This design comes from an exercise in tuning for small area and a short achievable clock period on the open sky130 flow, not from production work.
Only simulation tests tie the RTL to the original design; equivalence was not proved.
Power is estimated from default activity; no workload was simulated.

File: flow/design.v
`timescale 1ns / 1ps
module RAM_B(input clka,input wea,input [5:0]addra,input [31:0]dina,
output [31:0]douta);
wire [31:0] q [0:63];
genvar g;
generate
  for (g = 0; g < 64; g = g + 1) begin : w
    reg [31:0] d;
    always @(posedge clka)
      if (wea && addra == g)
        d <= dina;
    assign q[g] = d;
  end
endgenerate
reg [31:0] even, odd;
integer i;
always @(*) begin
  even = 32'd0;
  odd = 32'd0;
  for (i = 0; i < 32; i = i + 1) begin
    even = even | ({32{addra[5:1] == i}} & q[2*i]);
    odd  = odd  | ({32{addra[5:1] == i}} & q[2*i+1]);
  end
end
assign douta = addra[0] ? odd : even;
endmodule
`timescale 1ns / 1ps
module ALU(
  input  [31:0] A, B,
  input  op_add, op_sub, op_and, op_or, op_xor, op_xnor, op_sltu, op_shl,
  output [31:0] F,
  output ZF, OF,
  output eq            
);
wire sub = op_sub | op_sltu;
wire [31:0] Bx = B ^ {32{sub}};
wire [33:0] s33 = {1'b0, A, 1'b1} + {1'b0, Bx, sub};
wire [31:0] S = s33[32:1];
wire c32 = s33[33];
wire lt = ~c32;
wire ovf = (A[31] == Bx[31]) & (S[31] != A[31]);
wire [31:0] x = A ^ B;
wire [31:0] o = A | B;
wire [31:0] a = A & B;
wire big = |A[31:5];
wire [31:0] sh = big ? 32'd0 : (B << A[4:0]);
assign F = ({32{op_add | op_sub}} & S) |
           ({32{op_and}} & a) |
           ({32{op_or}}  & o) |
           ({32{op_xor}} & x) |
           ({32{op_xnor}} & ~x) |
           ({32{op_shl}} & sh) |
           {31'd0, op_sltu & lt};
assign eq = (A == B);
wire z_add = (x == {o[30:0], 1'b0});
wire z_and = ~|a;
wire z_or  = ~|o;
wire z_xor = eq;
wire z_xnor = &x;
wire z_shl = ~|sh;
assign ZF = (op_add & z_add) | (op_sub & eq) | (op_and & z_and) | (op_or & z_or) |
            (op_xor & z_xor) | (op_xnor & z_xnor) | (op_sltu & ~lt) | (op_shl & z_shl);
assign OF = (op_add | op_sub) & ovf;
endmodule
`timescale 1ns / 1ps
module Register_file(
  input  [4:0]  R_Addr_A,
  input  [4:0]  R_Addr_B,
  input  [4:0]  W_Addr,
  input         Write_Reg,
  input  [31:0] W_Data,
  input         Clk,
  input         Reset,
  output reg [31:0] R_Data_A,
  output reg [31:0] R_Data_B
);
reg [31:1] valid;
wire [31:0] q [0:31];
assign q[0] = 32'd0;
genvar g;
generate
  for (g = 1; g < 32; g = g + 1) begin : r
    wire we = Write_Reg & (W_Addr == g);
    reg [31:0] d;
    always @(posedge Clk)
      if (we)
        d <= W_Data;
    always @(posedge Clk or posedge Reset)
      if (Reset)
        valid[g] <= 1'b0;
      else if (we)
        valid[g] <= 1'b1;
    assign q[g] = d;
  end
endgenerate
integer i;
always @(*) begin
  R_Data_A = 32'd0;
  R_Data_B = 32'd0;
  for (i = 1; i < 32; i = i + 1) begin
    R_Data_A = R_Data_A | ({32{(R_Addr_A == i) & valid[i]}} & q[i]);
    R_Data_B = R_Data_B | ({32{(R_Addr_B == i) & valid[i]}} & q[i]);
  end
end
endmodule
`timescale 1ns / 1ps
module OP_YIMA(
  input  [31:0] inst,
  output op_add, op_sub, op_and, op_or, op_xor, op_xnor, op_sltu, op_shl,
  output use_imm,      
  output imm_sext,     
  output Write_Reg,
  output w_rt,         
  output w_31,         
  output wd_mem,       
  output wd_pc4,       
  output Mem_Write,
  output is_jr, is_beq, is_bne, is_jmp
);
wire [5:0] op = inst[31:26];
wire [5:0] fn = inst[5:0];
wire rtype  = (op == 6'b000000);
wire r_add  = rtype & (fn == 6'b100000);
wire r_sub  = rtype & (fn == 6'b100010);
wire r_and  = rtype & (fn == 6'b100100);
wire r_or   = rtype & (fn == 6'b100101);
wire r_xor  = rtype & (fn == 6'b100110);
wire r_xnor = rtype & (fn == 6'b100111);
wire r_sltu = rtype & (fn == 6'b101011);
wire r_sllv = rtype & (fn == 6'b000100);
wire r_jr   = rtype & (fn == 6'b001000);
wire i_grp  = (op[5:3] == 3'b001);
wire i_addi = (op == 6'b001000);
wire i_andi = (op == 6'b001100);
wire i_xori = (op == 6'b001110);
wire i_sltiu= (op == 6'b001011);
wire lw     = (op == 6'b100011);
wire sw     = (op == 6'b101011);
wire beq    = (op == 6'b000100);
wire bne    = (op == 6'b000101);
wire jal    = (op == 6'b000011);
wire jmp    = (op[5:1] == 5'b00001);
assign op_sub  = r_sub | beq | bne;
assign op_and  = r_and | i_andi;
assign op_or   = r_or;
assign op_xor  = r_xor | i_xori;
assign op_xnor = r_xnor;
assign op_sltu = r_sltu | i_sltiu;
assign op_shl  = r_sllv;
assign op_add  = ~(op_sub | op_and | op_or | op_xor | op_xnor | op_sltu | op_shl);
assign use_imm = i_grp | lw | sw;
assign imm_sext = i_addi | lw | sw;
assign Write_Reg = r_add | r_sub | r_and | r_or | r_xor | r_xnor | r_sltu | r_sllv |
                   i_addi | i_andi | i_xori | i_sltiu | lw | jal;
assign w_rt = ~rtype;
assign w_31 = jal;
assign wd_mem = lw;
assign wd_pc4 = jal;
assign Mem_Write = sw;
assign is_jr = r_jr;
assign is_beq = beq;
assign is_bne = bne;
assign is_jmp = jmp;
endmodule
`timescale 1ns / 1ps
module pc(input clk,input rst,input is_jr,input take_br,input is_jmp,
input [31:0]R_Data_A,input [15:0]imm,input [25:0]address,
output [31:0]PC_new,output reg [31:0]PC);
assign PC_new = {PC[31:2] + 30'd1, PC[1:0]};
wire [31:0] br = {PC_new[31:2] + {{14{imm[15]}}, imm}, PC[1:0]};
always@(posedge clk or posedge rst)
begin
  if(rst)
     PC<=32'h00000000;
  else if(is_jr)
     PC<=R_Data_A;
  else if(take_br)
     PC<=br;
  else if(is_jmp)
     PC<={PC_new[31:28],address,2'b00};
  else
     PC<=PC_new;
end
endmodule
`timescale 1ns / 1ps
module TOP_RIJ_CPU(input rst,input clk,input [31:0]Inst_code,output ZF,
output OF,output [31:0]F,output [31:0]M_R_Data,output [31:0]PC);
wire op_add, op_sub, op_and, op_or, op_xor, op_xnor, op_sltu, op_shl;
wire use_imm, imm_sext, Write_Reg, w_rt, w_31, wd_mem, wd_pc4, Mem_Write;
wire is_jr, is_beq, is_bne, is_jmp;
wire [4:0] rs = Inst_code[25:21];
wire [4:0] rt = Inst_code[20:16];
wire [4:0] rd = Inst_code[15:11];
wire [15:0] imm = Inst_code[15:0];
wire [31:0] R_Data_A, R_Data_B, PC_new;
wire eq;
OP_YIMA op(.inst(Inst_code), .op_add(op_add), .op_sub(op_sub), .op_and(op_and),
  .op_or(op_or), .op_xor(op_xor), .op_xnor(op_xnor), .op_sltu(op_sltu), .op_shl(op_shl),
  .use_imm(use_imm), .imm_sext(imm_sext), .Write_Reg(Write_Reg), .w_rt(w_rt), .w_31(w_31),
  .wd_mem(wd_mem), .wd_pc4(wd_pc4), .Mem_Write(Mem_Write),
  .is_jr(is_jr), .is_beq(is_beq), .is_bne(is_bne), .is_jmp(is_jmp));
wire [4:0] W_Addr = w_31 ? 5'd31 : (w_rt ? rt : rd);
wire [31:0] W_Data = wd_pc4 ? PC_new : (wd_mem ? M_R_Data : F);
Register_file R_connect(rs, rt, W_Addr, Write_Reg, W_Data, clk, rst, R_Data_A, R_Data_B);
wire [31:0] ALU_B = use_imm ? {{16{imm_sext & imm[15]}}, imm} : R_Data_B;
ALU ALU_connect(.A(R_Data_A), .B(ALU_B), .op_add(op_add), .op_sub(op_sub), .op_and(op_and),
  .op_or(op_or), .op_xor(op_xor), .op_xnor(op_xnor), .op_sltu(op_sltu), .op_shl(op_shl),
  .F(F), .ZF(ZF), .OF(OF), .eq(eq));
wire take_br = (is_beq & eq) | (is_bne & ~eq);
pc pc_connect(.clk(clk), .rst(rst), .is_jr(is_jr), .take_br(take_br), .is_jmp(is_jmp),
  .R_Data_A(R_Data_A), .imm(imm), .address(Inst_code[25:0]), .PC_new(PC_new), .PC(PC));
RAM_B Data_Mem(.clka(clk), .wea(Mem_Write), .addra(F[5:0]), .dina(R_Data_B), .douta(M_R_Data));
endmodule
File: flow/run.sh
#!/bin/bash
# synth_recipe.tcl (not shown) runs the flow's synth.tcl, then flattens the netlist and writes it again
# the make line also repeats each setting of config.mk as NAME=value (left out here)
make -C /OpenROAD-flow-scripts/flow DESIGN_CONFIG=/design/flow/config.mk WORK_HOME=/design/flow/orfs CLKGATE_MAP_FILE= SYNTH_SCRIPT=/design/flow/synth_recipe.tcl finish
File: flow/config.mk
export PLATFORM = sky130hd
export DESIGN_NAME = TOP_RIJ_CPU
export DESIGN_NICKNAME = TOP_RIJ_CPU
export VERILOG_FILES = /design/flow/design.v
export SDC_FILE = /design/flow/constraint.sdc
export NUM_CORES = 4
export LEC_CHECK = 0
export CAP_MARGIN = 20
export CORE_MARGIN = 2
export CORE_UTILIZATION = 40
export SETUP_SLACK_MARGIN = 1.0
export SLEW_MARGIN = 20
File: flow/constraint.sdc
create_clock -name core_clock -period 14.0 [get_ports {clk}]
set_input_delay 2.8000 -clock core_clock [delete_from_list [all_inputs] [get_ports {clk}]]
set_output_delay 2.8000 -clock core_clock [all_outputs]
set_load 0.01 [all_outputs]
==> results_dict.tcl, run 1 <==
set metrics [dict create \
    period_minus_slack_ps 13230 \
    fin_skew_ps 125 \
    clk_path_buf_depth 4 \
    comb_power_share 0.207 \
    rsz0062_at_grt "yes" \
    clkPwrFrac 0.361 \
    start_util 0.403 \
    synth_top_area_share 0.691 \
    worstSetupPathType "input pin to output pin" \
    required_ps 11200 \
    max_slew.worst_pin.slew_ps 1290 \
    via_per_inst 7.19 \
    grt_max_degree 65 \
    hold-path-cell-count 1 \
    placed_area_mm2 0.150 \
    clock-root-buffer "clkbuf_16" \
    vdd_drop_max_mv 0.0956 \
    cts_tree "yes" \
    critPathMaxFanout 16 \
    synth.distinct_cells 106 \
    final_net_count 10600 \
    vias 109000 \
    slew_viol_final 0 \
    setup_tns_ps 0 \
    setup_viol 0 \
    endpoint_kind "output pin" \
    fin_hold_ws_ps 558 \
    yosys_warnings 3 \
    grt_pass1_wl_um 937000 \
    switchingPower_mw 7.37 \
    p_leak_nw 58.1 \
    clock.fmax_ghz 0.0756 \
    seqPwrFrac 0.433 \
    synth_edf_count 3040 \
    cts_sinks 3103 \
    finalHoldViolations 0 \
    fin_area_mm2 0.163 \
    n_fill_cell 27800 \
    startpoint "Inst_code[24]" \
    swShare 0.299 \
    finalCritPeriodShare 0.945 \
    so.violations "antenna violations" \
    gp_congestion 1.06 \
    drt_pass1_iterations 14 \
    synth_top_area_cell "edfxtp_1" \
    wl_per_cell_um 47.7 \
    htreeDepth 5 \
    synth_area_leaders "edfxtp_1 (69%), a22oi_1 (4.1%), nand4_1 (2.4%), and3_1 (2.3%), nand3_1 (1.6%)" \
    routed_wl_um 723000 \
    place_hpwl_um 485000 \
    synth_fp_nets 9326 \
    ys.flop_type "edfxtp_1" \
    synthCells 9164 \
    worstSetupStartpointType "input pin" \
    coreArea_mm2 0.328 \
    clk_pin_slew_ps 50 \
    reg2reg_depth 27 \
    r2r-start "R_connect.valid[24]" \
    dr.first_iter.drc_count 23100 \
    max-slew-margin-rel 0.142 \
    grtUsageTotal 0.420 \
    die-area_mm2 0.335 \
    power.total_mw 24.6 \
    status "complete, but fails checks" \
    synth.cell_area_mm2 0.132 \
    hold_start "R_connect.valid[2]" \
    cts_buffers 330 \
    power_density_mw_per_mm2 151 \
    layout_commonest_cell "edfxtp_1" \
    area_delta_synth_final_pct 23.7 \
    grt_pass1_vias 99300 \
    final_cell_mix "edfxtp_1 (3040), buf_4 (1258), a22oi_1 (714)" \
    ys_ff_latch 3103 \
    drc 0 \
    max-cap-violations 0 \
    port_buffers 131 \
    avgSynthCellArea_um2 14.4 \
    p_int_mw 17.3 \
    antenna_left 2 \
    die_x_um 579 \
    finalCoreUtilization 0.498 \
    boundaryPins 132 \
    ys_seq_area_frac 0.703 \
    grt_antenna_before_repair 98 \
    std_cell_rows 210 \
    dieHeight_um 579 \
    synthArstFlopShare 0.0203 \
    clock_latency_ps 990 \
    cp.arrival_ps 10430 \
    hp-class "register to register" \
    drive_gt1_frac 0.227 \
    gr-total-overflow 0 \
]
-- cell type report --
class | instances | area (um2) | area share
multi-input combinational | 5262 | 38400 | 0.235
clock inverter | 205 | 2090 | 0.0128
antenna | 95 | 238 | 0.00146
sequential | 3103 | 92900 | 0.568
tap | 4346 | 5440 | 0.0333
clock buffer | 401 | 8640 | 0.0529
inverter | 128 | 508 | 0.00311
timing repair buffer | 1610 | 15100 | 0.0926
-- path summary, 6_finish.rpt --
kind                                         to  slack [ps]
min in group asynchronous   R_connect.valid[27]        2070
hold / removal               R_connect.valid[2]         560
hold reg to reg              R_connect.valid[2]         560
setup reg to reg           R_connect.r[4].d[11]        5060
setup / recovery                    M_R_Data[8]         770
max in group asynchronous      pc_connect.PC[4]       10970
-- logic make-up (layout without fill, tap and decap cells) --
group                      Yosys count  count (layout)  synth area share
DFF                               3103            3103             0.703
xor gates and xnor gates           141             141           0.00935
buffers and inverters              799            2344            0.0252
AOI/OAI and AO/OA                 2032            2032             0.121
muxes                               94              94           0.00725
adders and majority gates          128             128            0.0122
and+or+nand+nor                   2867            2867             0.122
other                                0              95                 0
-- state kept, by name, indices dropped and copies added (netlist names) --
register         cells
pc_connect.PC       32
Data_Mem.w.d      2048
R_connect.r.d      992
R_connect.valid     31
-- stage by stage --
stage,worst slack [ps],cells
global route,809,15100
CTS,950,15000
finish,768,15200
global placement,-1250,14400
detailed placement,-583,14400
floorplan,1510,9164
-- per-layer routing --
layer  global-route usage  vias to the layer above  wire length, um
met5              0.00822                        -              863
met2                0.568                    10900           287000
met1                0.581                    55300           274000
met3                0.168                     2259           117000
met4                0.207                       59            44500
li1                     -                    40400                -
-- cell usage after synthesis, drive strengths merged, types with 101 or more instances --
cell and n:
a2111oi 147, nor2 284, a22oi 716, a21oi 153
and2 116, nand3 418, buf 231, xnor2 103
nor4 101, nand4 514, a22o 166, edfxtp 3040
a221oi 155, inv 128, ha 127, o21ai 142
a222oi 206, and3 488, clkbuf 440, nand2 503
-- worst max-delay path: stages --
cell and delay [ps]:
clkdlybuf4s15_2 320, buf_4 240, and3_1 480, and2_1 350, buf_4 270, a222oi_1 630
and4_2 520, nand4_1 190, buf_4 240, nor4_4 280, buf_4 230, nand3_2 120
buf_4 190, nor2_8 150, a211oi_4 90, buf_12 160, bufinv_16 280, buf_4 190
nor4_4 80, buf_12 160, buf_4 210, a222oi_1 370, and3_1 270, nand4_1 280
or3_1 480, and2_1 220, clkdlybuf4s50_1 510
-- repair_timing --
action                     4_1_cts  5_1_grt
pin swaps                       43       67
setup endpoints to repair       35       33
resized for setup              204      146
gates cloned                     1        0
setup buffers                   30       18
hold endpoints to repair         0        0
hold buffers                     0        0
-- power by group through the flow --
stage / registers [mW] / logic, mW / clock network [mW]
finish: 10.7 / 5.09 / 8.88
CTS: 10.6 / 4.80 / 8.87
global route: 10.7 / 5.15 / 9.21
floorplan: 10.8 / 1.81 / 0
global placement: 10.8 / 4.66 / 0
detailed placement: 10.8 / 4.67 / 0
==> run 2, diff against run 1 <==
--- a/flow/design.v
+++ b/flow/design.v
@@ -1,5 +1,5 @@
 `timescale 1ns / 1ps
-module RAM_B(input clka,input wea,input [5:0]addra,input [31:0]dina,
+module RAM_B(input clka,input wea,input [31:0]line,input a0,input [31:0]dina,
 output [31:0]douta);
 wire [31:0] q [0:63];
 genvar g;
@@ -7,22 +7,25 @@
   for (g = 0; g < 64; g = g + 1) begin : w
     reg [31:0] d;
     always @(posedge clka)
-      if (wea && addra == g)
+      if (wea && line[g/2] && (a0 == g%2))
         d <= dina;
     assign q[g] = d;
   end
 endgenerate
-reg [31:0] even, odd;
-integer i;
-always @(*) begin
-  even = 32'd0;
-  odd = 32'd0;
-  for (i = 0; i < 32; i = i + 1) begin
-    even = even | ({32{addra[5:1] == i}} & q[2*i]);
-    odd  = odd  | ({32{addra[5:1] == i}} & q[2*i+1]);
-  end
-end
-assign douta = addra[0] ? odd : even;
+genvar b, j;
+generate
+  for (b = 0; b < 32; b = b + 1) begin : rb
+    wire [31:0] ce, co;
+    for (j = 0; j < 32; j = j + 1) begin : c
+      assign ce[j] = q[2*j][b];
+      assign co[j] = q[2*j+1][b];
+    end
+    MEM_MUX64 m(.s(line), .de(ce), .dod(co), .a0(a0), .y(douta[b]));
+  end
+endgenerate
+endmodule
+module MEM_MUX64(input [31:0] s, input [31:0] de, input [31:0] dod, input a0, output y);
+assign y = a0 ? |(s & dod) : |(s & de);
 endmodule
 `timescale 1ns / 1ps
 module ALU(
@@ -30,7 +33,9 @@
   input  op_add, op_sub, op_and, op_or, op_xor, op_xnor, op_sltu, op_shl,
   output [31:0] F,
   output ZF, OF,
-  output eq            
+  output eq,           
+  output [31:0] mline,   
+  output ma0             
 );
 wire sub = op_sub | op_sltu;
 wire [31:0] Bx = B ^ {32{sub}};
@@ -52,6 +57,27 @@
            ({32{op_shl}} & sh) |
            {31'd0, op_sltu & lt};
 assign eq = (A == B);
+wire arith = op_add | op_sub;
+wire [5:0] dx = A[5:0] ^ Bx[5:0];
+wire [5:0] dg = A[5:0] & Bx[5:0];
+wire [5:0] dp = A[5:0] | Bx[5:0];
+wire c1 = dg[0] | (dp[0] & sub);
+wire [5:0] Fn = ({6{op_and}} & a[5:0]) | ({6{op_or}} & o[5:0]) |
+                ({6{op_xor}} & x[5:0]) | ({6{op_xnor}} & ~x[5:0]) |
+                ({6{op_shl}} & sh[5:0]) | {5'd0, op_sltu & lt};
+genvar k;
+generate
+  for (k = 0; k < 32; k = k + 1) begin : ml
+    wire [5:1] kb = k;
+    wire t1 = (dx[1] ^ kb[1]) == c1;
+    wire t2 = (kb[1] ? dg[1] : dp[1]) == (dx[2] ^ kb[2]);
+    wire t3 = (kb[2] ? dg[2] : dp[2]) == (dx[3] ^ kb[3]);
+    wire t4 = (kb[3] ? dg[3] : dp[3]) == (dx[4] ^ kb[4]);
+    wire t5 = (kb[4] ? dg[4] : dp[4]) == (dx[5] ^ kb[5]);
+    assign mline[k] = arith ? (t1 & t2 & t3 & t4 & t5) : (Fn[5:1] == k);
+  end
+endgenerate
+assign ma0 = arith ? (dx[0] ^ sub) : Fn[0];
 wire z_add = (x == {o[30:0], 1'b0});
 wire z_and = ~|a;
 wire z_or  = ~|o;
@@ -71,8 +97,8 @@
   input  [31:0] W_Data,
   input         Clk,
   input         Reset,
-  output reg [31:0] R_Data_A,
-  output reg [31:0] R_Data_B
+  output [31:0] R_Data_A,
+  output [31:0] R_Data_B
 );
 reg [31:1] valid;
 wire [31:0] q [0:31];
@@ -93,15 +119,30 @@
     assign q[g] = d;
   end
 endgenerate
-integer i;
-always @(*) begin
-  R_Data_A = 32'd0;
-  R_Data_B = 32'd0;
-  for (i = 1; i < 32; i = i + 1) begin
-    R_Data_A = R_Data_A | ({32{(R_Addr_A == i) & valid[i]}} & q[i]);
-    R_Data_B = R_Data_B | ({32{(R_Addr_B == i) & valid[i]}} & q[i]);
-  end
-end
+wire [31:1] sa, sb;
+generate
+  for (g = 1; g < 32; g = g + 1) begin : s
+    assign sa[g] = (R_Addr_A == g) & valid[g];
+    assign sb[g] = (R_Addr_B == g) & valid[g];
+  end
+endgenerate
+genvar b, j;
+generate
+  for (b = 0; b < 32; b = b + 1) begin : rb
+    wire [30:0] col;
+    for (j = 1; j < 32; j = j + 1) begin : c
+      assign col[j-1] = q[j][b];
+    end
+    wire ya, yb;
+    RF_MUX31 ma(.s(sa), .d(col), .y(ya));
+    RF_MUX31 mb(.s(sb), .d(col), .y(yb));
+    assign R_Data_A[b] = ya;
+    assign R_Data_B[b] = yb;
+  end
+endgenerate
+endmodule
+module RF_MUX31(input [30:0] s, input [30:0] d, output y);
+assign y = |(s & d);
 endmodule
 `timescale 1ns / 1ps
 module OP_YIMA(
@@ -194,6 +235,8 @@
 wire [15:0] imm = Inst_code[15:0];
 wire [31:0] R_Data_A, R_Data_B, PC_new;
 wire eq;
+wire [31:0] mline;
+wire ma0;
 OP_YIMA op(.inst(Inst_code), .op_add(op_add), .op_sub(op_sub), .op_and(op_and),
   .op_or(op_or), .op_xor(op_xor), .op_xnor(op_xnor), .op_sltu(op_sltu), .op_shl(op_shl),
   .use_imm(use_imm), .imm_sext(imm_sext), .Write_Reg(Write_Reg), .w_rt(w_rt), .w_31(w_31),
@@ -205,9 +248,9 @@
 wire [31:0] ALU_B = use_imm ? {{16{imm_sext & imm[15]}}, imm} : R_Data_B;
 ALU ALU_connect(.A(R_Data_A), .B(ALU_B), .op_add(op_add), .op_sub(op_sub), .op_and(op_and),
   .op_or(op_or), .op_xor(op_xor), .op_xnor(op_xnor), .op_sltu(op_sltu), .op_shl(op_shl),
-  .F(F), .ZF(ZF), .OF(OF), .eq(eq));
+  .F(F), .ZF(ZF), .OF(OF), .eq(eq), .mline(mline), .ma0(ma0));
 wire take_br = (is_beq & eq) | (is_bne & ~eq);
 pc pc_connect(.clk(clk), .rst(rst), .is_jr(is_jr), .take_br(take_br), .is_jmp(is_jmp),
   .R_Data_A(R_Data_A), .imm(imm), .address(Inst_code[25:0]), .PC_new(PC_new), .PC(PC));
-RAM_B Data_Mem(.clka(clk), .wea(Mem_Write), .addra(F[5:0]), .dina(R_Data_B), .douta(M_R_Data));
-endmodule
+RAM_B Data_Mem(.clka(clk), .wea(Mem_Write), .line(mline), .a0(ma0), .dina(R_Data_B), .douta(M_R_Data));
+endmodule
==> flow/flow/run.sh (new file) <==
#!/bin/bash
set -euo pipefail
export BUFFER_PORTS_ARGS="-buffer_cell sky130_fd_sc_hd__buf_4"
export CTS_ARGS="-sink_clustering_enable -repair_clock_nets -dont_use_dummy_load -sink_clustering_size 25 -sink_clustering_max_diameter 80"
export MAX_REPAIR_ANTENNAS_ITER_DRT=8
bash standard.sh > standard.log 2>&1
==> flow/standard.sh (new file) <==
#!/bin/bash
# synth_recipe.tcl (not shown) runs the flow's synth.tcl, then flattens the netlist and writes it again
# the make line also repeats each setting of config.mk as NAME=value (left out here)
make -C /OpenROAD-flow-scripts/flow DESIGN_CONFIG=/design/flow/config.mk WORK_HOME=/design/flow/orfs CLKGATE_MAP_FILE= SYNTH_SCRIPT=/design/flow/synth_recipe.tcl "${@:-finish}"
--- a/flow/config.mk
+++ b/flow/config.mk
@@ -8,5 +8,9 @@
 export CAP_MARGIN = 20
 export CORE_MARGIN = 2
 export CORE_UTILIZATION = 40
-export SETUP_SLACK_MARGIN = 1.0
+export PLACE_DENSITY = 0.5
+export SETUP_SLACK_MARGIN = 3.0
 export SLEW_MARGIN = 20
+export SYNTH_HIERARCHICAL = 1
+export SYNTH_MINIMUM_KEEP_SIZE = 0
+export TNS_END_PERCENT = 10
removed: flow/run.sh
==> results_dict.tcl, run 2 <==
set metrics [dict create \
    reg2reg_to "R_connect.r[22].d[11]" \
    crit_family "simple AND/OR/NAND/NOR gates" \
    crit_slowest_cell "or4_4" \
    drc 0 \
    synth_edf_count 3040 \
    synth_top_area_share 0.714 \
    ys.flop_type "edfxtp_1" \
    cp.arrival_ps 9300 \
    synth_area_leaders "edfxtp_1 (71%), a22oi_1 (7.9%), a221oi_2 (2.3%), nand4_1 (1.8%), a22o_1 (1.5%)" \
    largest_register_ffs 2048 \
    finalCritPeriodShare 0.864 \
    cp_slowest_stage_delay_ps 730 \
    synthArstFlopShare 0.0203 \
    cts_tree "yes" \
    worstSetupPathType "input pin to output pin" \
    via_per_inst 6.77 \
    grt_pass1_wl_um 738000 \
    start_util 0.402 \
    worstSetupStartpointType "input pin" \
    hold-path-cell-count 1 \
    max-slew-margin-rel 0.169 \
    drive_gt1_frac 0.243 \
    endpoint_kind "output pin" \
    crit_buf_inv 8 \
    dieHeight_um 569 \
    vdd_drop_max_mv 0.0922 \
    clk_path_buf_depth 4 \
    grt_max_degree 65 \
    place_hpwl_um 344000 \
    max-cap-violations 0 \
    critPathMaxFanout 21 \
    clock.fmax_ghz 0.0827 \
    synth_top_area_cell "edfxtp_1" \
    ys_seq_area_frac 0.727 \
    layout_commonest_cell "edfxtp_1" \
    die_x_um 569 \
    max_slew.worst_pin.slew_ps 1230 \
    avgSynthCellArea_um2 16.5 \
    finalCoreUtilization 0.472 \
    hp-class "register to register" \
    die-area_mm2 0.324 \
    required_ps 11200 \
    p_leak_nw 49.0 \
    hold_start "R_connect.valid[8]" \
    slew_viol_final 0 \
    hold_end "R_connect.valid[8]" \
    gp_congestion 0.991 \
    synth_fp_nets 7915 \
    fin_hold_ws_ps 558 \
    clock-root-buffer "clkbuf_16" \
    grt_pass1_vias 83200 \
    clock_latency_ps 930 \
    reg_top3 "Data_Mem.w.d x2048, R_connect.r.d x992, pc_connect.PC x32" \
    r2r-start "R_connect.valid[16]" \
    cts_sinks 3103 \
    status "timing/DRC/antenna clean" \
    setup_viol 0 \
    cts_buffers 165 \
    cpMostUsedCell "buf_4" \
    power_density_mw_per_mm2 144 \
    final_net_count 8956 \
    synthCells 7732 \
    area_delta_synth_final_pct 17.6 \
    crit_chain "buf_12 > nor3b_4 > and3_4 > buf_4 > buf_6 > a22oi_1 > nand4_1 > or4_4 > buf_16 > mux2_2 > mux2i_1 > mux2_4 > o311a_4 > and2_4 > nand2_8 > o22ai_4 > buf_12 > buf_4 > a22oi_2 > nand4_1 > nor4_4 > buf_4 > a21oi_4 > buf_4" \
    drt_pass1_iterations 9 \
    antenna_left 0 \
    gr-total-overflow 0 \
    std_cell_rows 207 \
    grtUsageTotal 0.333 \
    synth.distinct_cells 106 \
    boundaryPins 132 \
    reg2reg_depth 25 \
    port_buffers 131 \
    yosys_warnings 9 \
    finalHoldViolations 0 \
    synth_commonest_cells "edfxtp_1 (3040), a22oi_1 (1353), nand4_1 (366)" \
    ys_ff_latch 3103 \
    vias 87800 \
    grt_antenna_before_repair 41 \
    htreeDepth 4 \
    yosysMostFrequentCell "edfxtp_1" \
    clk_pin_slew_ps 70 \
    routed_wl_um 550000 \
    coreArea_mm2 0.318 \
    regToRegSetupSlack_ps 5600 \
    rsz0062_at_grt "yes" \
    dr.first_iter.drc_count 13800 \
    wl_per_cell_um 42.4 \
    top_register "Data_Mem.w.d" \
    fin_skew_ps 123 \
    final_cell_mix "edfxtp_1 (3040), a22oi_1 (1334), buf_4 (819)" \
    synth.cell_area_mm2 0.128 \
    period_minus_slack_ps 12100 \
]
-- run 2: cell count changes in the layout (fill, tap and decap cells not counted), sizes merged, moves of 158 or more --
cell,delta
clkbuf,-238
nand2,-323
buf,-482
a22oi,+637
nor2,-158
nand3,-199
and3,-356
-- run 2: area by class of cell --
class / instances / area [um2]
diodes: 18 / 45.0
clock buffers: 165 / 4130
fillers: 27300 / 168000
inverters: 155 / 589
multi-input cells: 4332 / 37700
flip-flops and latches: 3103 / 92900
well taps: 4180 / 5230
repair buffers: 1016 / 9720
-- run 2: cells by family after synthesis --
family          Yosys count  share of synthesized area
fa+ha+maj               149                     0.0149
simple gates           1354                     0.0605
buf+inv                 334                     0.0133
xor+xnor                148                     0.0101
flops                  3103                      0.727
mux                     185                     0.0180
compound gates         2459                      0.156
-- run 2: layer usage --
metal,part of all wire,GRT usage,vias up
met2,0.44,0.508,5508
met5,0.00015,0,-
li1,-,-,35300
met1,0.38,0.434,45700
met4,0.080,0.207,12
met3,0.097,0.0704,1207
-- run 2: worst max path at each step --
| stage | endpoint | start | depth (start not counted) |
|---|---|---|---|
| final | M_R_Data[21] | Inst_code[24] | 24 |
| after global routing | M_R_Data[6] | Inst_code[19] | 25 |
| after detailed placement | M_R_Data[26] | Inst_code[19] | 26 |
| after floorplan | M_R_Data[0] | Inst_code[17] | 18 |
| after global placement | M_R_Data[31] | Inst_code[19] | 24 |
| after CTS | M_R_Data[18] | Inst_code[19] | 26 |
-- run 2: power by group --
part	switching [mW]	internal (mW)	leakage, nW
sequential	0.113	10.6	28.9
combinational	3.94	1.96	18.1
clock	2.93	2.11	2.03
total	6.98	14.6	49.0
-- run 2: stage by stage --
stage	setup TNS (ps)	area, um2	std cells	power, mW	worst slack (ps)
final	0	150000	13000	21.6	1900
after global placement	-1700	139000	12400	15.9	-474
after floorplan	0	129000	7732	12.9	2880
after detailed placement	-61.3	139000	12400	16.0	-61.3
after CTS	0	150000	12900	21.5	2210
after global routing	0	150000	13000	22.0	1940
-- run 2: Yosys stat by module (local to each module, per instance) --
| module | cells | flops+latches |
|---|---|---|
| pc | 491 | 32 |
| MEM_MUX64 | 42 | 0 |
| RAM_B | 2125 | 2048 |
| Register_file | 1270 | 1023 |
| OP_YIMA | 58 | 0 |
| TOP_RIJ_CPU | 173 | 0 |
| RF_MUX31 | 20 | 0 |
| ALU | 991 | 0 |
-- run 2: what timing repair did --
action	in CTS	in global routing
pin swaps	249	31
resized for setup	619	47
hold buffers	0	0
setup endpoints to repair	634	54
setup buffers	290	31
cloned	50	2
==> run 3, diff against run 2 <==
--- a/flow/design.v
+++ b/flow/design.v
@@ -25,11 +25,21 @@
 endgenerate
 endmodule
 module MEM_MUX64(input [31:0] s, input [31:0] de, input [31:0] dod, input a0, output y);
-assign y = a0 ? |(s & dod) : |(s & de);
+wire [3:0] en, on;
+genvar k;
+generate
+  for (k = 0; k < 4; k = k + 1) begin : g
+    MUX8N ge(.s(s[8*k+7:8*k]), .d(de[8*k+7:8*k]), .yn(en[k]));
+    MUX8N go(.s(s[8*k+7:8*k]), .d(dod[8*k+7:8*k]), .yn(on[k]));
+  end
+endgenerate
+assign y = a0 ? ~&on : ~&en;
 endmodule
 `timescale 1ns / 1ps
 module ALU(
-  input  [31:0] A, B,
+  input  [31:0] A, B,    
+  input  [31:0] Br,
+  input  use_imm,
   input  op_add, op_sub, op_and, op_or, op_xor, op_xnor, op_sltu, op_shl,
   output [31:0] F,
   output ZF, OF,
@@ -37,18 +47,20 @@
   output [31:0] mline,   
   output ma0             
 );
-wire sub = op_sub | op_sltu;
+wire sub = op_sub;
 wire [31:0] Bx = B ^ {32{sub}};
-wire [33:0] s33 = {1'b0, A, 1'b1} + {1'b0, Bx, sub};
-wire [31:0] S = s33[32:1];
-wire c32 = s33[33];
-wire lt = ~c32;
+wire [31:0] S;
+ALU_ADD add_u(.A(A), .B(Bx), .ci(sub), .S(S));
+wire lt_r, lt_i, lt;
+ALU_LTU lt_u(.A(A), .B(Br), .lt(lt_r));
+ALU_LTI lti_u(.A(A), .imm(B[15:0]), .lt(lt_i));
+ALU_SEL2 lt_s(.s(use_imm), .a(lt_i), .b(lt_r), .y(lt));
 wire ovf = (A[31] == Bx[31]) & (S[31] != A[31]);
 wire [31:0] x = A ^ B;
 wire [31:0] o = A | B;
 wire [31:0] a = A & B;
-wire big = |A[31:5];
-wire [31:0] sh = big ? 32'd0 : (B << A[4:0]);
+wire [31:0] sh;
+ALU_SHL sh_u(.A(A), .B(Br), .sh(sh));
 assign F = ({32{op_add | op_sub}} & S) |
            ({32{op_and}} & a) |
            ({32{op_or}}  & o) |
@@ -56,15 +68,17 @@
            ({32{op_xnor}} & ~x) |
            ({32{op_shl}} & sh) |
            {31'd0, op_sltu & lt};
-assign eq = (A == B);
+assign eq = (A == Br);
 wire arith = op_add | op_sub;
 wire [5:0] dx = A[5:0] ^ Bx[5:0];
 wire [5:0] dg = A[5:0] & Bx[5:0];
 wire [5:0] dp = A[5:0] | Bx[5:0];
-wire c1 = dg[0] | (dp[0] & sub);
+wire c1 = sub ? (A[0] | ~B[0]) : (A[0] & B[0]);
+wire [5:0] B_lo = Br[5:0];
+wire [5:0] sh_lo = ~|A[31:3] ? (B_lo << A[2:0]) : 6'd0;
 wire [5:0] Fn = ({6{op_and}} & a[5:0]) | ({6{op_or}} & o[5:0]) |
                 ({6{op_xor}} & x[5:0]) | ({6{op_xnor}} & ~x[5:0]) |
-                ({6{op_shl}} & sh[5:0]) | {5'd0, op_sltu & lt};
+                ({6{op_shl}} & sh_lo);
 genvar k;
 generate
   for (k = 0; k < 32; k = k + 1) begin : ml
@@ -77,16 +91,62 @@
     assign mline[k] = arith ? (t1 & t2 & t3 & t4 & t5) : (Fn[5:1] == k);
   end
 endgenerate
-assign ma0 = arith ? (dx[0] ^ sub) : Fn[0];
+wire ma0_o = arith ? x[0] : Fn[0];
+MA0_SEL ma0_s(.op_sltu(op_sltu), .use_imm(use_imm), .lt_r(lt_r), .lt_i(lt_i), .o(ma0_o), .ma0(ma0));
 wire z_add = (x == {o[30:0], 1'b0});
 wire z_and = ~|a;
 wire z_or  = ~|o;
-wire z_xor = eq;
+wire z_xor = ~|x;
 wire z_xnor = &x;
 wire z_shl = ~|sh;
 assign ZF = (op_add & z_add) | (op_sub & eq) | (op_and & z_and) | (op_or & z_or) |
             (op_xor & z_xor) | (op_xnor & z_xnor) | (op_sltu & ~lt) | (op_shl & z_shl);
 assign OF = (op_add | op_sub) & ovf;
+endmodule
+module ALU_ADD(input [31:0] A, input [31:0] B, input ci, output [31:0] S);
+wire [32:0] s33 = {A, 1'b1} + {B, ci};
+assign S = s33[32:1];
+endmodule
+module ALU_LTU(input [31:0] A, input [31:0] B, output lt);
+wire [31:0] l0 = ~A & B;
+wire [31:0] e0 = ~(A ^ B);
+wire [15:0] l1, e1;
+wire [7:0] l2, e2;
+wire [3:0] l3, e3;
+wire [1:0] l4, e4;
+genvar i;
+generate
+  for (i = 0; i < 16; i = i + 1) begin : t1
+    assign l1[i] = l0[2*i+1] | (e0[2*i+1] & l0[2*i]);
+    assign e1[i] = e0[2*i+1] & e0[2*i];
+  end
+  for (i = 0; i < 8; i = i + 1) begin : t2
+    assign l2[i] = l1[2*i+1] | (e1[2*i+1] & l1[2*i]);
+    assign e2[i] = e1[2*i+1] & e1[2*i];
+  end
+  for (i = 0; i < 4; i = i + 1) begin : t3
+    assign l3[i] = l2[2*i+1] | (e2[2*i+1] & l2[2*i]);
+    assign e3[i] = e2[2*i+1] & e2[2*i];
+  end
+  for (i = 0; i < 2; i = i + 1) begin : t4
+    assign l4[i] = l3[2*i+1] | (e3[2*i+1] & l3[2*i]);
+    assign e4[i] = e3[2*i+1] & e3[2*i];
+  end
+endgenerate
+assign lt = l4[1] | (e4[1] & l4[0]);
+endmodule
+module ALU_SHL(input [31:0] A, input [31:0] B, output [31:0] sh);
+wire big = |A[31:5];
+assign sh = big ? 32'd0 : (B << A[4:0]);
+endmodule
+module ALU_LTI(input [31:0] A, input [15:0] imm, output lt);
+assign lt = ~|A[31:16] & (A[15:0] < imm);
+endmodule
+module ALU_SEL2(input s, input a, input b, output y);
+assign y = s ? a : b;
+endmodule
+module MA0_SEL(input op_sltu, input use_imm, input lt_r, input lt_i, input o, output ma0);
+assign ma0 = op_sltu ? (use_imm ? lt_i : lt_r) : o;
 endmodule
 `timescale 1ns / 1ps
 module Register_file(
@@ -142,7 +202,18 @@
 endgenerate
 endmodule
 module RF_MUX31(input [30:0] s, input [30:0] d, output y);
-assign y = |(s & d);
+wire [3:0] yn;
+MUX8N g0(.s(s[7:0]),   .d(d[7:0]),   .yn(yn[0]));
+MUX8N g1(.s(s[15:8]),  .d(d[15:8]),  .yn(yn[1]));
+MUX8N g2(.s(s[23:16]), .d(d[23:16]), .yn(yn[2]));
+MUX7N g3(.s(s[30:24]), .d(d[30:24]), .yn(yn[3]));
+assign y = ~&yn;
+endmodule
+module MUX8N(input [7:0] s, input [7:0] d, output yn);
+assign yn = ~|(s & d);
+endmodule
+module MUX7N(input [6:0] s, input [6:0] d, output yn);
+assign yn = ~|(s & d);
 endmodule
 `timescale 1ns / 1ps
 module OP_YIMA(
@@ -246,7 +317,7 @@
 wire [31:0] W_Data = wd_pc4 ? PC_new : (wd_mem ? M_R_Data : F);
 Register_file R_connect(rs, rt, W_Addr, Write_Reg, W_Data, clk, rst, R_Data_A, R_Data_B);
 wire [31:0] ALU_B = use_imm ? {{16{imm_sext & imm[15]}}, imm} : R_Data_B;
-ALU ALU_connect(.A(R_Data_A), .B(ALU_B), .op_add(op_add), .op_sub(op_sub), .op_and(op_and),
+ALU ALU_connect(.A(R_Data_A), .B(ALU_B), .Br(R_Data_B), .use_imm(use_imm), .op_add(op_add), .op_sub(op_sub), .op_and(op_and),
   .op_or(op_or), .op_xor(op_xor), .op_xnor(op_xnor), .op_sltu(op_sltu), .op_shl(op_shl),
   .F(F), .ZF(ZF), .OF(OF), .eq(eq), .mline(mline), .ma0(ma0));
 wire take_br = (is_beq & eq) | (is_bne & ~eq);
==> results_dict.tcl, run 3 <==
set metrics [dict create \
    wl_per_cell_um 43.6 \
    synth_area_leaders "edfxtp_1 (70%), a22oi_1 (11%), and4_1 (3.3%), ha_1 (1.8%), dfrtp_1 (1.2%)" \
    htreeDepth 4 \
    area_delta_synth_final_pct 17.4 \
    clock_latency_ps 950 \
    max-cap-violations 0 \
    synth_top_area_share 0.703 \
    largest_register_ffs 2048 \
    period_minus_slack_ps 11250 \
    boundaryPins 132 \
    p_leak_nw 47.5 \
    synth_commonest_cells "edfxtp_1 (3040), a22oi_1 (1930), and4_1 (489)" \
    power_density_mw_per_mm2 140 \
    port_buffers 131 \
    synth_edf_count 3040 \
    antenna_left 0 \
    yosys_warnings 9 \
    fin_skew_ps 103 \
    finalHoldViolations 0 \
    cts_sinks 3103 \
    max_slew.worst_pin.slew_ps 1310 \
    worstSetupStartpointType "input pin" \
    drc 0 \
    die_x_um 574 \
    finalCoreUtilization 0.471 \
    ys.flop_type "edfxtp_1" \
    yosysMostFrequentCell "edfxtp_1" \
    cts_buffers 162 \
    vdd_drop_max_mv 0.116 \
    hold-path-cell-count 1 \
    start_util 0.401 \
    synthArstFlopShare 0.0203 \
    r2r-start "R_connect.valid[1]" \
    dieHeight_um 574 \
    ys_seq_area_frac 0.715 \
    vias 91900 \
    grt_max_degree 72 \
    required_ps 11200 \
    clk_pin_slew_ps 70 \
    routed_wl_um 585000 \
    critPathMaxFanout 10 \
    gr-total-overflow 0 \
    hp-class "register to register" \
    clk_path_buf_depth 4 \
    clock.fmax_ghz 0.0889 \
    synth.cell_area_mm2 0.130 \
    final_net_count 9297 \
    coreArea_mm2 0.324 \
    synthCells 8078 \
    cp.arrival_ps 8450 \
    reg2reg_depth 24 \
    hold_start "R_connect.valid[13]" \
    grt_pass1_wl_um 769000 \
    std_cell_rows 209 \
    gp_congestion 0.964 \
    synth_top_area_cell "edfxtp_1" \
    synth.distinct_cells 116 \
    synth_fp_nets 8300 \
    via_per_inst 6.85 \
    worstSetupPathType "input pin to output pin" \
    die-area_mm2 0.329 \
    place_hpwl_um 333000 \
    max-slew-margin-rel 0.128 \
    ys_ff_latch 3103 \
    slew_viol_final 0 \
    drt_pass1_iterations 12 \
    grtUsageTotal 0.341 \
    finalCritPeriodShare 0.804 \
    setup_tns_ps 0 \
    regToRegSetupSlack_ps 6270 \
    layout_commonest_cell "edfxtp_1" \
    status "timing/DRC/antenna clean" \
    avgSynthCellArea_um2 16.1 \
    top_register "Data_Mem.w.d" \
    setup_viol 0 \
    hold_end "R_connect.valid[13]" \
    reg2reg_to "R_connect.r[25].d[25]" \
    clock-root-buffer "clkbuf_16" \
    final_cell_mix "edfxtp_1 (3040), a22oi_1 (1914), buf_4 (693)" \
    grt_antenna_before_repair 67 \
    rsz0062_at_grt "yes" \
    reg_top3 "Data_Mem.w.d x2048, R_connect.r.d x992, pc_connect.PC x32" \
    grt_pass1_vias 85900 \
    endpoint_kind "output pin" \
    drive_gt1_frac 0.205 \
    dr.first_iter.drc_count 15300 \
    cts_tree "yes" \
    cts_hold_buf 0 \
]
-- run 3: critical path, stage by stage --
cell	delay, ps
buf_12	130
and3b_2	250
buf_4	170
and3_2	320
a222oi_1	410
and3_1	460
nand4_1	660
inv_1	170
o21ai_0	280
xor2_1	270
ha_1	400
a21o_1	190
a21o_1	170
a21oi_1	120
o21ai_0	100
a221oi_1	370
o21ai_1	200
xnor2_1	280
and3_1	190
a21oi_1	40
nor2_1	240
buf_4	180
-- run 3: how the worst max path moves through the flow --
| stage | end | slack (ps) | startpoint | cells after the start |
|---|---|---|---|---|
| floorplan | M_R_Data[0] | 3000 | Inst_code[20] | 17 |
| global placement | M_R_Data[5] | 1120 | Inst_code[22] | 20 |
| detailed placement | M_R_Data[5] | 1090 | Inst_code[22] | 22 |
| CTS | M_R_Data[5] | 2910 | Inst_code[19] | 22 |
| global route | M_R_Data[26] | 2750 | Inst_code[19] | 24 |
| finish | OF | 2750 | Inst_code[19] | 22 |
-- run 3: area by class of cell --
cell class / count / area [um2]
Sequential cell: 3103 / 92900
Inverter: 213 / 802
Clock buffer: 162 / 4050
Tap cell: 4325 / 5410
Antenna cell: 28 / 70.1
Multi-Input combinational cell: 4596 / 38100
Timing Repair Buffer: 999 / 11200
Fill cell: 27900 / 171000
-- run 3: layer usage --
metal / share of wire / wire length, um / GRT usage / vias to the layer above
li1: - / - / - / 36500
met1: 0.36 / 210000 / 0.425 / 47800
met2: 0.45 / 265000 / 0.536 / 6169
met3: 0.10 / 59300 / 0.0719 / 1512
met4: 0.085 / 49800 / 0.233 / 38
met5: 0.00043 / 253 / 0 / -
-- run 3: what timing repair did --
| item | 4_1_cts | 5_1_grt |
|---|---|---|
| pin swaps | 200 | 87 |
| setup buffers | 380 | 70 |
| setup endpoints to repair | 60 | 50 |
| resized for setup | 479 | 146 |
| gates cloned | 81 | 19 |
-- run 3: cell families after synthesis --
family                   synth area share
AND/OR/NAND/NOR                    0.0761
multiplexers                       0.0141
XOR/XNOR                           0.0126
buffers and inverters              0.0154
flip-flops                          0.715
AO/OA/AOI/OAI                       0.149
adder cells (fa/ha/maj)            0.0182
-- run 3: stage by stage --
stage	hold slack, ps	instances	instance area (um2)	power (mW)	setup WS, ps
detailed placement	497	12700	140000	15.7	1090
global route	541	13400	152000	21.8	2750
floorplan	458	8078	131000	13.0	3000
finish	530	13400	152000	21.4	2750
CTS	524	13300	151000	21.1	2910
global placement	497	12700	140000	15.7	1120
-- run 3: report_power, final --
group | switching, mW | internal, mW
sequential | 0.107 | 10.5
combinational | 3.82 | 1.90
clock | 2.92 | 2.07
total | 6.85 | 14.5
-- run 3: per-module statistics from Yosys, one instance, submodules excluded, a selection --
module / times used / flip-flops and latches / cell area (um2)
ALU: 1 / 0 / 4800
OP_YIMA: 1 / 0 / 345
ALU_LTU: 1 / 0 / 781
MA0_SEL: 1 / 0 / 18.8
ALU_SEL2: 1 / 0 / 15.0
MUX7N: 64 / 0 / 31.3
MUX8N: 448 / 0 / 38.8
RF_MUX31: 64 / 0 / 6.26
RAM_B: 1 / 2048 / 62100
pc: 1 / 32 / 3890
==> run 4, diff against run 3 <==
--- a/flow/design.v
+++ b/flow/design.v
@@ -33,7 +33,16 @@
     MUX8N go(.s(s[8*k+7:8*k]), .d(dod[8*k+7:8*k]), .yn(on[k]));
   end
 endgenerate
-assign y = a0 ? ~&on : ~&en;
+wire ye, yo;
+MEM_NAND4 ne(.a(en), .y(ye));
+MEM_NAND4 no(.a(on), .y(yo));
+MEM_MUX2 m(.s(a0), .a(yo), .b(ye), .y(y));
+endmodule
+module MEM_NAND4(input [3:0] a, output y);
+assign y = ~&a;
+endmodule
+module MEM_MUX2(input s, input a, input b, output y);
+assign y = s ? a : b;
 endmodule
 `timescale 1ns / 1ps
 module ALU(
@@ -210,10 +219,25 @@
 assign y = ~&yn;
 endmodule
 module MUX8N(input [7:0] s, input [7:0] d, output yn);
-assign yn = ~|(s & d);
+wire [1:0] u;
+RF_AO4 g0(.s(s[3:0]), .d(d[3:0]), .y(u[0]));
+RF_AO4 g1(.s(s[7:4]), .d(d[7:4]), .y(u[1]));
+RF_NOR2 o0(.a(u[0]), .b(u[1]), .y(yn));
 endmodule
 module MUX7N(input [6:0] s, input [6:0] d, output yn);
-assign yn = ~|(s & d);
+wire [1:0] u;
+RF_AO4 g0(.s(s[3:0]), .d(d[3:0]), .y(u[0]));
+RF_AO3 g1(.s(s[6:4]), .d(d[6:4]), .y(u[1]));
+RF_NOR2 o0(.a(u[0]), .b(u[1]), .y(yn));
+endmodule
+module RF_AO4(input [3:0] s, input [3:0] d, output y);
+assign y = (s[0] & d[0]) | (s[1] & d[1]) | (s[2] & d[2]) | (s[3] & d[3]);
+endmodule
+module RF_AO3(input [2:0] s, input [2:0] d, output y);
+assign y = (s[0] & d[0]) | (s[1] & d[1]) | (s[2] & d[2]);
+endmodule
+module RF_NOR2(input a, input b, output y);
+assign y = ~(a | b);
 endmodule
 `timescale 1ns / 1ps
 module OP_YIMA(
@@ -278,8 +302,41 @@
 module pc(input clk,input rst,input is_jr,input take_br,input is_jmp,
 input [31:0]R_Data_A,input [15:0]imm,input [25:0]address,
 output [31:0]PC_new,output reg [31:0]PC);
-assign PC_new = {PC[31:2] + 30'd1, PC[1:0]};
-wire [31:0] br = {PC_new[31:2] + {{14{imm[15]}}, imm}, PC[1:0]};
+wire [32:2] ic;
+assign ic[2] = 1'b1;
+genvar i;
+generate
+  for (i = 2; i < 32; i = i + 1) begin : inc
+    assign PC_new[i] = PC[i] ^ ic[i];
+    assign ic[i+1] = PC[i] & ic[i];
+  end
+endgenerate
+assign PC_new[1:0] = PC[1:0];
+wire [18:2] bc;
+wire [17:2] bl;
+assign bc[2] = 1'b1;
+generate
+  for (i = 2; i < 18; i = i + 1) begin : lo
+    wire a = PC[i];
+    wire b = imm[i-2];
+    assign bl[i] = a ^ b ^ bc[i];
+    assign bc[i+1] = (a & b) | (bc[i] & (a ^ b));
+  end
+endgenerate
+wire [32:18] pc1, mc1;
+wire [31:18] hp, hm;
+assign pc1[18] = 1'b1;
+assign mc1[18] = 1'b1;
+generate
+  for (i = 18; i < 32; i = i + 1) begin : hi
+    assign hp[i] = PC[i] ^ pc1[i];
+    assign pc1[i+1] = PC[i] & pc1[i];
+    assign hm[i] = PC[i] ^ mc1[i];
+    assign mc1[i+1] = ~PC[i] & mc1[i];
+  end
+endgenerate
+wire [31:18] bh = (imm[15] == bc[18]) ? PC[31:18] : (bc[18] ? hp : hm);
+wire [31:0] br = {bh, bl, PC[1:0]};
 always@(posedge clk or posedge rst)
 begin
   if(rst)
--- a/flow/config.mk
+++ b/flow/config.mk
@@ -7,8 +7,8 @@
 export LEC_CHECK = 0
 export CAP_MARGIN = 20
 export CORE_MARGIN = 2
-export CORE_UTILIZATION = 40
-export PLACE_DENSITY = 0.5
+export CORE_UTILIZATION = 55
+export PLACE_DENSITY = 0.62
 export SETUP_SLACK_MARGIN = 3.0
 export SLEW_MARGIN = 20
 export SYNTH_HIERARCHICAL = 1
==> results_dict.tcl, run 4 <==
set metrics [dict create \
    worstSetupPathType "input pin to output pin" \
    status "timing/DRC/antenna clean" \
    clk_pin_slew_ps 60 \
    synth_edf_count 3040 \
    hold-path-cell-count 1 \
    yosysMostFrequentCell "edfxtp_1" \
    max-cap-violations 0 \
    top_register "Data_Mem.w.d" \
    hold_start "R_connect.valid[16]" \
    drt_pass1_iterations 13 \
    use_met1 0.573 \
    cpMostUsedCell "buf_4" \
    grtUsageTotal 0.409 \
    clock_latency_ps 870 \
    setup_tns_ps 0 \
    dieHeight_um 491 \
    fin_skew_ps 107 \
    clk_path_buf_depth 3 \
    ys_seq_area_frac 0.712 \
    final_cell_mix "edfxtp_1 (3040), a22oi_1 (1932), nand2_1 (1118)" \
    p_leak_nw 51.9 \
    synth.distinct_cells 110 \
    final_net_count 9844 \
    synth.cell_area_mm2 0.130 \
    globalRouteMet3Util 0.133 \
    crit_family "simple AND/OR/NAND/NOR gates" \
    synth_area_leaders "edfxtp_1 (70%), a22oi_1 (11%), nand2_1 (3.3%), nor2_1 (1.9%), ha_1 (1.7%)" \
    vdd_drop_max_mv 0.125 \
    synth_fp_nets 9209 \
    start_util 0.554 \
    clock.fmax_ghz 0.0883 \
    synthCells 8980 \
    rsz0062_at_grt "yes" \
    die-area_mm2 0.241 \
    cts_sinks 3103 \
    pre_cts_ws_ps 1140 \
    die_x_um 491 \
    setup_viol 0 \
    worst_slack_ps 2670 \
    cp_slowest_stage_delay_ps 400 \
    r2r-start "pc_connect.PC[2]" \
    synth_top_area_cell "edfxtp_1" \
    power.total_mw 20.4 \
    cts_hold_buf 0 \
    routed_wl_um 503000 \
    cts_buffers 151 \
    place_hpwl_um 323000 \
    boundaryPins 132 \
    port_buffers 131 \
    drc 0 \
    reg_top3 "Data_Mem.w.d x2048, R_connect.r.d x992, pc_connect.PC x32" \
    grt_pass1_wl_um 687000 \
    ys_ff_latch 3103 \
    grt_pass1_vias 84400 \
    reg2reg_to "pc_connect.PC[27]" \
    required_ps 11200 \
    largest_register_ffs 2048 \
    n_fill_cell 17900 \
    slew_viol_final 0 \
    grt_max_degree 70 \
    yosys_warnings 9 \
    clock-root-buffer "clkbuf_16" \
    synth_commonest_cells "edfxtp_1 (3040), a22oi_1 (1933), nand2_1 (1134)" \
    crit_slowest_cell "nand4_1" \
    hold_end "R_connect.valid[16]" \
    grt_antenna_before_repair 45 \
    max-slew-margin-rel 0.173 \
    busiest_layer "met2" \
    startpoint "Inst_code[25]" \
    area_delta_synth_final_pct 11.7 \
    synthArstFlopShare 0.0203 \
    via_per_inst 7.17 \
    max_slew.worst_pin.slew_ps 1230 \
    std_cell_rows 178 \
    cp.arrival_ps 8530 \
    antenna_left 0 \
    gr-total-overflow 0 \
    drive_gt1_frac 0.142 \
    crit_buf_inv 8 \
    hp-class "register to register" \
    critPathMaxFanout 53 \
    placed_area_mm2 0.139 \
    wl_per_cell_um 39.4 \
    cts_tree "yes" \
    fin_area_mm2 0.146 \
    finalCritPeriodShare 0.809 \
    synth_top_area_share 0.700 \
    htreeDepth 4 \
    layout_commonest_cell "edfxtp_1" \
    reg2reg_depth 26 \
    ys.flop_type "edfxtp_1" \
    coreArea_mm2 0.236 \
    period_minus_slack_ps 11330 \
    worstSetupStartpointType "input pin" \
    endpoint_kind "output pin" \
    avgSynthCellArea_um2 14.5 \
    vias 91600 \
    power_density_mw_per_mm2 140 \
    dr.first_iter.drc_count 18400 \
    gp_congestion 1.03 \
    crit_chain "buf_4 > and3_1 > and3_2 > buf_4 > a222oi_1 > inv_1 > nor2_1 > nand4_1 > buf_6 > nor4_1 > and3_4 > nand4_2 > o211ai_1 > buf_4 > buf_4 > o31ai_4 > buf_12 > a22oi_1 > nand2_1 > nor2_2 > nand4_1 > mux2_4 > buf_4" \
    finalHoldViolations 0 \
    grt_util_met2 0.587 \
    regToRegSetupSlack_ps 4920 \
]
-- run 4: cell types whose count changed after synthesis, moves of 16 or more --
cell and delta:
inv_1 +46, buf_4 +16, and4_1 -484, nor2_1 +515, mux2_4 +32, nand3_1 -19
and4b_2 -32, xnor2_1 -36, a22oi_2 -32, nand4_1 +60, and3_1 -67, nand2_1 +979
a21oi_1 -26
-- run 4: worst max path at each step --
stage	end	slack, ps	depth (start not counted)
CTS	M_R_Data[26]	2960	29
global placement	M_R_Data[12]	1160	22
detailed placement	M_R_Data[12]	1140	22
finish	M_R_Data[11]	2670	23
global route	M_R_Data[26]	2720	23
floorplan	M_R_Data[0]	3010	20
-- run 4: stage by stage --
stage	cells	hold slack [ps]	util
after floorplan	8980	448	-
after global placement	12500	471	0.590
after detailed placement	12500	478	0.590
after CTS	12800	494	0.618
after global routing	12800	517	0.618
final	12800	488	0.618
-- run 4: timing repair --
item                                    in CTS  in global routing
cloned                                      20                  1
endpoints found under the setup margin      60                 50
pin swaps                                   69                  3
gates resized for setup                    367                 27
buffers inserted                            89                  1
-- run 4: kinds of logic after synthesis --
group,after synthesis,synth area share
AO/OA/AOI/OAI,2477,0.142
adder cells (fa/ha/maj),195,0.0196
multiplexers,188,0.0174
buffers and inverters,475,0.0176
AND/OR/NAND/NOR,2400,0.0821
flip-flops,3103,0.712
XOR/XNOR,142,0.00964
-- run 4: Yosys stat by module (local to each module, per instance), a selection --
module,area (um2),copies in the design,cells inside,flip-flops and latches
ALU,4810,1,667,0
pc,3150,1,360,32
ALU_SHL,1650,1,245,0
ALU_LTU,781,1,106,0
ALU_LTI,413,1,57,0
OP_YIMA,345,1,58,0
RF_MUX31,6.26,64,1,0
RF_NOR2,3.75,512,1,0
-- run 4: metal layers --
metal	wire (um)	part of all wire
met5	154	0.00031
met2	213000	0.42
met4	28300	0.056
met1	182000	0.36
met3	78900	0.16
-- run 4: worst reg2reg max path: stages (launching register included) --
cell      delay [ps]
dfrtp_1          520
inv_1            150
ha_1             160
inv_1             50
fa_1             380
fa_1             400
fa_1             400
fa_1             410
fa_1             420
fa_1             400
fa_1             410
fa_1             400
fa_1             410
fa_1             440
fa_1             410
fa_1             420
fa_1             380
inv_1             80
fa_1             170
inv_1             50
fa_1             560
xnor2_1          840
nor2b_1          440
buf_4            320
nor3_1            90
nand2_1           70
o311ai_0         120
-- run 4: layout make-up --
| cell class | instances | area (um2) | area share |
|---|---|---|---|
| multi-input cells | 5404 | 37300 | 0.256 |
| inverters | 259 | 972 | 0.00667 |
| diodes | 9 | 22.5 | 0.000155 |
| repair buffers | 696 | 6750 | 0.0463 |
| clock buffers | 151 | 3780 | 0.0259 |
| flip-flops and latches | 3103 | 92900 | 0.638 |
| well taps | 3150 | 3940 | 0.0271 |
-- run 4: where the power goes --
group	total [mW]	leakage (nW)	internal, mW	switching (mW)
clock	4.71	1.86	1.93	2.78
sequential	10.7	28.9	10.5	0.127
combinational	5.02	21.1	1.48	3.54
==> run 5, diff against run 4 <==
--- a/flow/config.mk
+++ b/flow/config.mk
@@ -7,8 +7,8 @@
 export LEC_CHECK = 0
 export CAP_MARGIN = 20
 export CORE_MARGIN = 2
-export CORE_UTILIZATION = 55
-export PLACE_DENSITY = 0.62
+export CORE_UTILIZATION = 65
+export PLACE_DENSITY = 0.7
 export SETUP_SLACK_MARGIN = 3.0
 export SLEW_MARGIN = 20
 export SYNTH_HIERARCHICAL = 1
==> results_dict.tcl, run 5 <==
set metrics [dict create \
    status "timing/DRC/antenna clean" \
    crit_chain "buf_4 > and3b_1 > and3_1 > buf_4 > buf_4 > a22oi_1 > nand2_1 > nor2_1 > nand4_1 > buf_4 > buf_4 > mux2_2 > or2_2 > a311oi_1 > o22ai_1 > nor4_1 > nand4_1 > or3_1 > o2111ai_1 > a211o_1 > buf_4" \
    reg_top3 "Data_Mem.w.d x2048, R_connect.r.d x992, pc_connect.PC x32" \
    cts_sinks 3103 \
    fin_area_mm2 0.146 \
    routed_wl_um 479000 \
    clk_pin_slew_ps 100 \
    cp.arrival_ps 8490 \
    comb_power_share 0.248 \
    grt_pass1_vias 86100 \
    yosys_warnings 9 \
    synth_top_area_share 0.700 \
    swShare 0.315 \
    yosys.area_share.simple 0.0821 \
    setup_viol 0 \
    top_register "Data_Mem.w.d" \
    ys_ff_latch 3103 \
    cts_buffers 150 \
    synth_edf_count 3040 \
    boundaryPins 132 \
    synth.cell_area_mm2 0.130 \
    coreArea_mm2 0.200 \
    finalCritPeriodShare 0.806 \
    period_minus_slack_ps 11290 \
    placed_area_mm2 0.138 \
    max_slew.worst_pin.slew_ps 1200 \
    avgSynthCellArea_um2 14.5 \
    seqPwrFrac 0.522 \
    ys_seq_area_frac 0.712 \
    synth_top_area_cell "edfxtp_1" \
    critPathMaxFanout 67 \
    via_per_inst 7.53 \
    grtUsageTotal 0.459 \
    cpMostUsedCell "buf_4" \
    slew_viol_final 0 \
    worstSetupPathType "input pin to output pin" \
    finalHoldViolations 0 \
    drive_gt1_frac 0.155 \
    switchingPower_mw 6.43 \
    clkPwrFrac 0.229 \
    synth_top_family_by_area "compound AO/OA/AOI/OAI gates" \
    n_fill_cell 12500 \
    start_util 0.653 \
    crit_slowest_cell "a311oi_1" \
    clock_latency_ps 890 \
    worst_slack_ps 2710 \
    endpoint_kind "output pin" \
    synth_compound_area_frac 0.142 \
    largest_register_ffs 2048 \
    synth-xor-area-share 0.00964 \
    cts_tree "yes" \
    synthMuxAreaShare 0.0174 \
    fin_skew_ps 160 \
    dr.first_iter.drc_count 18800 \
    yosysMostFrequentCell "edfxtp_1" \
    final_net_count 9892 \
    cts_hold_buf 0 \
    synth_area_leaders "edfxtp_1 (70%), a22oi_1 (11%), nand2_1 (3.3%), nor2_1 (1.9%), ha_1 (1.7%)" \
    worstSetupStartpointType "input pin" \
    max-cap-violations 0 \
    setup_tns_ps 0 \
    htreeDepth 4 \
    gr-total-overflow 0 \
    antenna_left 0 \
    synth-adder-area-share 0.0196 \
    p_leak_nw 52.2 \
    ys.flop_type "edfxtp_1" \
    synthArstFlopShare 0.0203 \
    fin_cells 12300 \
    drt_pass1_iterations 13 \
    synthCells 8980 \
    pre_cts_ws_ps 1080 \
    grt_max_degree 72 \
    std_cell_rows 164 \
    hp-class "register to register" \
    port_buffers 131 \
    final_cell_mix "edfxtp_1 (3040), a22oi_1 (1917), nand2_1 (1123)" \
    die_x_um 452 \
    layout_commonest_cell "edfxtp_1" \
    drc 0 \
    die-area_mm2 0.204 \
    vias 92800 \
    synth.distinct_cells 110 \
    max-slew-margin-rel 0.199 \
    synth_fp_nets 9209 \
    synth_commonest_cells "edfxtp_1 (3040), a22oi_1 (1933), nand2_1 (1134)" \
    area_delta_synth_final_pct 11.8 \
    required_ps 11200 \
    dpl.cell_count 12000 \
    grt_pass1_wl_um 654000 \
    p_int_mw 13.9 \
    dieHeight_um 452 \
    clk_path_buf_depth 3 \
    gp_congestion 1.03 \
    cp_slowest_stage_delay_ps 500 \
    wl_per_cell_um 38.9 \
    grt_antenna_before_repair 30 \
    place_hpwl_um 305000 \
    rsz0062_at_grt "yes" \
    power_density_mw_per_mm2 140 \
    power.total_mw 20.4 \
    clock-root-buffer "clkbuf_16" \
    clock.fmax_ghz 0.0886 \
    vdd_drop_max_mv 0.144 \
]
## run 5: final timing paths
path / from / endpoint / slack (ps) / depth (start not counted)
min in group asynchronous: rst / R_connect.valid[11] / 2030 / 3
max reg2reg: pc_connect.PC[2] / pc_connect.PC[31] / 5510 / 25
min reg2reg: R_connect.valid[24] / R_connect.valid[24] / 510 / 1
max in group asynchronous: rst / pc_connect.PC[10] / 11330 / 3
max: Inst_code[19] / ZF / 2710 / 21
min: R_connect.valid[24] / R_connect.valid[24] / 510 / 1
## run 5: metal layers
layer / vias to the layer above / GRT usage / part of all wire
met5: - / 0.00956 / 0.0015
met1: 45700 / 0.625 / 0.34
met3: 1491 / 0.190 / 0.18
li1: 37200 / - / -
met2: 8407 / 0.632 / 0.41
met4: 36 / 0.248 / 0.071
## run 5: Yosys stat by module, one instance, submodules excluded, a selection
module / copies in the design / flip-flops and latches
RF_MUX31: 64 / 0
ALU_SEL2: 1 / 0
RF_AO3: 64 / 0
RF_NOR2: 512 / 0
TOP_RIJ_CPU: 1 / 0
ALU_LTI: 1 / 0
ALU_SHL: 1 / 0
OP_YIMA: 1 / 0
Register_file: 1 / 1023
ALU: 1 / 0
ALU_LTU: 1 / 0
RAM_B: 1 / 2048
MA0_SEL: 1 / 0
## run 5: power by group through the flow
| stage | Sequential, mW | Combinational (mW) | Clock, mW |
|---|---|---|---|
| after CTS | 10.6 | 4.73 | 4.61 |
| after global placement | 10.8 | 4.44 | 0 |
| after global routing | 10.6 | 5.08 | 4.91 |
| after detailed placement | 10.8 | 4.50 | 0 |
| final | 10.6 | 5.05 | 4.67 |
| after floorplan | 10.8 | 2.09 | 0 |
## run 5: critical path: cells and delay by family
kind            cells  cell delay, ps
compound gates      5            1290
simple gates        9            2430
buf+inv             6            1420
mux                 1             460
## run 5: through the flow
stage	utilization	hold WS (ps)
after floorplan	-	448
after global placement	0.691	464
after detailed placement	0.692	472
after CTS	0.724	495
after global routing	0.731	512
final	0.731	507
## run 5: kinds of logic (layout without fill, tap and decap cells)
family | after synthesis | count (layout)
buffers and inverters | 475 | 1151
other | 0 | 9
multiplexers | 188 | 188
AND/OR/NAND/NOR | 2400 | 2405
XOR/XNOR | 142 | 142
AO/OA/AOI/OAI | 2477 | 2477
flip-flops | 3103 | 3103
adder cells (fa/ha/maj) | 195 | 195
## run 5: layout make-up
cell class                      count  area [um2]  share of cell area
Multi-Input combinational cell   5407       37900               0.260
Tap cell                         2656        3320              0.0228
Sequential cell                  3103       92900               0.636
Antenna cell                        9        22.5            0.000154
Timing Repair Buffer              742        7110              0.0488
Clock buffer                      150        3750              0.0257
Inverter                          259         976             0.00669
## run 5: what timing repair did
item | 4_1_cts | 5_1_grt
pin swaps | 87 | 33
endpoints found under the setup margin | 63 | 52
gates resized for setup | 339 | 180
setup buffers | 124 | 49
gates cloned | 10 | 13

[separate check: timing with driven ports]
In the flow no input, the clock included, has a driving cell. The finished layouts below were timed again as built, in two steps. Step 1 (the two cells are an assumption about what drives the block):
set clk [get_ports {clk}]
set_driving_cell -lib_cell sky130_fd_sc_hd__clkbuf_16 $clk
set_driving_cell -lib_cell sky130_fd_sc_hd__buf_2 [delete_from_list [all_inputs] $clk]
Step 2 times the ports against the registers' clock, not the clock port: input delays grow and output delays shrink by t, the midpoint of the rising clock arrivals with the driver on. a / b / c = ideal / step 1 / step 2; a / b = the first two.
run | t, ns | setup slack, ns | worst register clock-pin slew, ns
run 1 | 1.026 | 0.768 / 0.737 / 0.737 | 0.07 / 0.07
run 2 | 0.978 | 1.904 / 1.787 / 1.787 | 0.11 / 0.11
run 3 | 1.006 | 2.749 / 2.690 / 2.690 | 0.11 / 0.11
run 4 | 0.913 | 2.674 / 2.652 / 2.547 | 0.11 / 0.11
run 5 | 0.909 | 2.710 / 2.683 / 2.683 | 0.11 / 0.11
For run 4, which loses most, drivers alone change the setup slack by -0.022 ns; drivers and shift together by -0.127 ns.
